What follows belongs to an exercise in optimizing a design on an open flow for small area, a short achievable clock period and few clock cycles per item; a production flow would make more cautious choices.
Only simulation tests tie the RTL to the original design; equivalence was not proved.

==> flow/design.v <==
module ysyx_041461_DIV(
    input  wire   [0:0]  clk          ,
    input  wire   [0:0]  rst          ,
    input  wire   [0:0]  DIV_valid_in ,
    input  wire   [0:0]  DIV_signed   ,
    input  wire   [0:0]  DIV_divw     ,
    input  wire   [63:0] DIV_dividend ,
    input  wire   [63:0] DIV_divisor  ,
    output reg    [0:0]  DIV_valid_out,
    output wire   [63:0] DIV_quotient ,
    output wire   [63:0] DIV_remainder
);
localparam S_IDLE  = 3'd0;
localparam S_ABS   = 3'd1;
localparam S_LZ    = 3'd2;
localparam S_ALIGN = 3'd3;
localparam S_ITER  = 3'd4;
localparam S_CORR  = 3'd5;
localparam S_FIX   = 3'd6;
localparam S_DONE  = 3'd7;
reg  [2:0]  state;
reg  [64:0] R;       
reg  [63:0] D;       
reg  [63:0] Q;       
reg  [5:0]  cnt;     
reg         rneg;    
reg         dneg;    
reg         qfin;    
reg         w32;     
reg         sgl;     
assign DIV_quotient  = Q;
assign DIV_remainder = R[63:0];
wire        a_sb  = DIV_divw ? DIV_dividend[31] : DIV_dividend[63];
wire        b_sb  = DIV_divw ? DIV_divisor[31]  : DIV_divisor[63];
wire        a_neg = DIV_signed & a_sb;
wire        b_neg = DIV_signed & b_sb;
wire [63:0] a_ext = {DIV_dividend[63:32] & {32{~DIV_divw}}, DIV_dividend[31:0]};
wire [63:0] b_ext = {DIV_divisor[63:32]  & {32{~DIV_divw}}, DIV_divisor[31:0]};
function [2:0] lz4(input [3:0] x);
    lz4 = x[3] ? 3'd0 : x[2] ? 3'd1 : x[1] ? 3'd2 : x[0] ? 3'd3 : 3'd4;
endfunction
function [4:0] lz16(input [15:0] x);
    reg [2:0] a, b, c, d;
    begin
        a = lz4(x[15:12]); b = lz4(x[11:8]); c = lz4(x[7:4]); d = lz4(x[3:0]);
        lz16 = !a[2] ? {3'd0, a[1:0]} : !b[2] ? {3'd1, b[1:0]} :
               !c[2] ? {3'd2, c[1:0]} : !d[2] ? {3'd3, d[1:0]} : 5'd16;
    end
endfunction
function [6:0] lz64(input [63:0] x);
    reg [4:0] a, b, c, d;
    begin
        a = lz16(x[63:48]); b = lz16(x[47:32]); c = lz16(x[31:16]); d = lz16(x[15:0]);
        lz64 = !a[4] ? {3'd0, a[3:0]} : !b[4] ? {3'd1, b[3:0]} :
               !c[4] ? {3'd2, c[3:0]} : !d[4] ? {3'd3, d[3:0]} : 7'd64;
    end
endfunction
function [64:0] add65(input [64:0] a, input [64:0] b, input cin);
    reg [64:0] g, p, G, P;
    integer i, l, j;
    begin
        g = a & b;
        p = a ^ b;
        G = g;
        P = p;
        G[0] = g[0] | (p[0] & cin);
        for (l = 0; l < 7; l = l + 1)
            for (i = 0; i < 65; i = i + 1)
                if ((i >> l) & 1) begin
                    j = ((i >> l) << l) - 1;
                    G[i] = G[i] | (P[i] & G[j]);
                    P[i] = P[i] & P[j];
                end
        add65 = p ^ {G[63:0], cin};
    end
endfunction
wire       need_fix = rneg | dneg;
wire [6:0] lz_r = lz64(R[63:0]);
wire [6:0] lz_d = lz64(D);
wire [5:0] sdiff = lz_d[5:0] - lz_r[5:0];
wire       d_zero = lz_d[6];
wire       s_zero = lz_d == lz_r;
wire       do_lz = (state == S_LZ) | ((state == S_ABS) & ~need_fix);
wire        sub  = ~R[64];
wire        subl = ~sgl;
wire [64:0] sum = add65(R, {1'b0, D} ^ {{33{sub}}, {32{subl}}}, subl);
wire        no_iter = d_zero | sum[64];         
wire [5:0]  step = (cnt[5:4] != 2'd0) ? 6'd16 : (cnt[3:2] != 2'd0) ? 6'd4 : 6'd1;
wire        al_last = cnt == step;
wire [5:0]  shifted = Q[5:0] + step;
always @(posedge clk or posedge rst) begin
    if (rst) begin
        state         <= S_IDLE;
        DIV_valid_out <= 1'b0;
    end
    else begin
        DIV_valid_out <= 1'b0;
        case (state)
            S_IDLE:  if (DIV_valid_in) state <= S_ABS;
            S_ABS,
            S_LZ:    if (state == S_ABS && need_fix) state <= S_LZ;
                     else if (no_iter) begin
                         state <= rneg ? S_FIX : S_DONE;
                         DIV_valid_out <= ~rneg;
                     end
                     else state <= s_zero ? S_ITER : S_ALIGN;
            S_ALIGN: if (al_last) state <= S_ITER;
            S_ITER:  if (cnt == 6'd0) begin
                         if (sum[64]) state <= S_CORR;
                         else begin
                             state <= need_fix ? S_FIX : S_DONE;
                             DIV_valid_out <= ~need_fix;
                         end
                     end
            S_CORR:  begin
                         state <= need_fix ? S_FIX : S_DONE;
                         DIV_valid_out <= ~need_fix;
                     end
            S_FIX:   begin state <= S_DONE; DIV_valid_out <= 1'b1; end
            default: state <= S_IDLE;
        endcase
    end
end
always @(posedge clk) begin
    sgl <= ((state == S_ITER) | (state == S_CORR)) & sum[64];
    case (state)
        S_IDLE: begin
            R    <= {1'b0, a_ext};
            D    <= b_ext;
            rneg <= a_neg;
            dneg <= b_neg;
            w32  <= DIV_divw;
        end
        S_ABS,
        S_LZ: begin
            if (do_lz) begin
                Q    <= {{63{d_zero & ~(rneg ^ dneg)}}, d_zero};
                cnt  <= sdiff;
                qfin <= no_iter;
            end
            else begin
                if (rneg) R <= {1'b0, -{R[63:32] | {32{w32}}, R[31:0]}};
                if (dneg) D <= -{D[63:32] | {32{w32}}, D[31:0]};
            end
        end
        S_ALIGN: begin
            D  <= (step == 6'd16) ? {D[47:0], 16'b0} :
                  (step == 6'd4)  ? {D[59:0], 4'b0}  : {D[62:0], 1'b0};
            Q[5:0] <= al_last ? 6'd0 : shifted;
            cnt    <= al_last ? shifted : cnt - step;
        end
        S_ITER: begin
            R   <= sum;
            Q   <= {Q[62:0], ~sum[64]};
            if (cnt != 6'd0) D <= {1'b0, D[63:1]};
            cnt <= cnt - 6'd1;
        end
        S_CORR: begin
            R   <= sum;
        end
        S_FIX: begin
            if (rneg)        R <= {1'b0, -R[63:0]};
            if ((rneg ^ dneg) & ~qfin) Q <= -Q;
        end
        default: ;
    endcase
end
endmodule
clock: 11.0 ns
lec_check: 0
cap_margin: 50
core_margin: 2
core_utilization: 70
place_density: 0.75
setup_slack_margin: 5
slew_margin: 50
run.sh (not shown) runs the stock make flow with config.mk's settings and CLKGATE_MAP_FILE= SYNTH_SCRIPT=/design/flow/synth_recipe.tcl, a recipe that flattens the netlist after the stock synthesis.
Testbench counts at the start, summed over its fixed seeds: cycles 19,976, items 1,600.
Edit:
--- a/flow/design.v
+++ b/flow/design.v
@@ -24,9 +24,8 @@
 reg  [63:0] Q;       
 reg  [5:0]  cnt;     
 reg         rneg;    
 reg         dneg;    
-reg         qfin;    
 reg         w32;     
 reg         sgl;     
 assign DIV_quotient  = Q;
 assign DIV_remainder = R[63:0];
@@ -99,10 +98,10 @@
             S_IDLE:  if (DIV_valid_in) state <= S_ABS;
             S_ABS,
             S_LZ:    if (state == S_ABS && need_fix) state <= S_LZ;
                      else if (no_iter) begin
-                         state <= rneg ? S_FIX : S_DONE;
-                         DIV_valid_out <= ~rneg;
+                         state <= need_fix ? S_FIX : S_DONE;
+                         DIV_valid_out <= ~need_fix;
                      end
                      else state <= s_zero ? S_ITER : S_ALIGN;
             S_ALIGN: if (al_last) state <= S_ITER;
             S_ITER:  if (cnt == 6'd0) begin
@@ -133,11 +132,10 @@
         end
         S_ABS,
         S_LZ: begin
             if (do_lz) begin
-                Q    <= {{63{d_zero & ~(rneg ^ dneg)}}, d_zero};
-                cnt  <= sdiff;
-                qfin <= no_iter;
+                Q   <= {64{d_zero}};
+                cnt <= sdiff;
             end
             else begin
                 if (rneg) R <= {1'b0, -{R[63:32] | {32{w32}}, R[31:0]}};
                 if (dneg) D <= -{D[63:32] | {32{w32}}, D[31:0]};
@@ -159,9 +157,9 @@
             R   <= sum;
         end
         S_FIX: begin
             if (rneg)        R <= {1'b0, -R[63:0]};
-            if ((rneg ^ dneg) & ~qfin) Q <= -Q;
+            if (rneg ^ dneg) Q <= -Q;
         end
         default: ;
     endcase
 end
=>
- setup slack is better by 210 ps
- final cell count falls by 3.7%
- die area falls by 2.8%
- via count falls by 8.2%
Testbench counts after the change, summed over its fixed seeds: cycles 20,075, items 1,600.
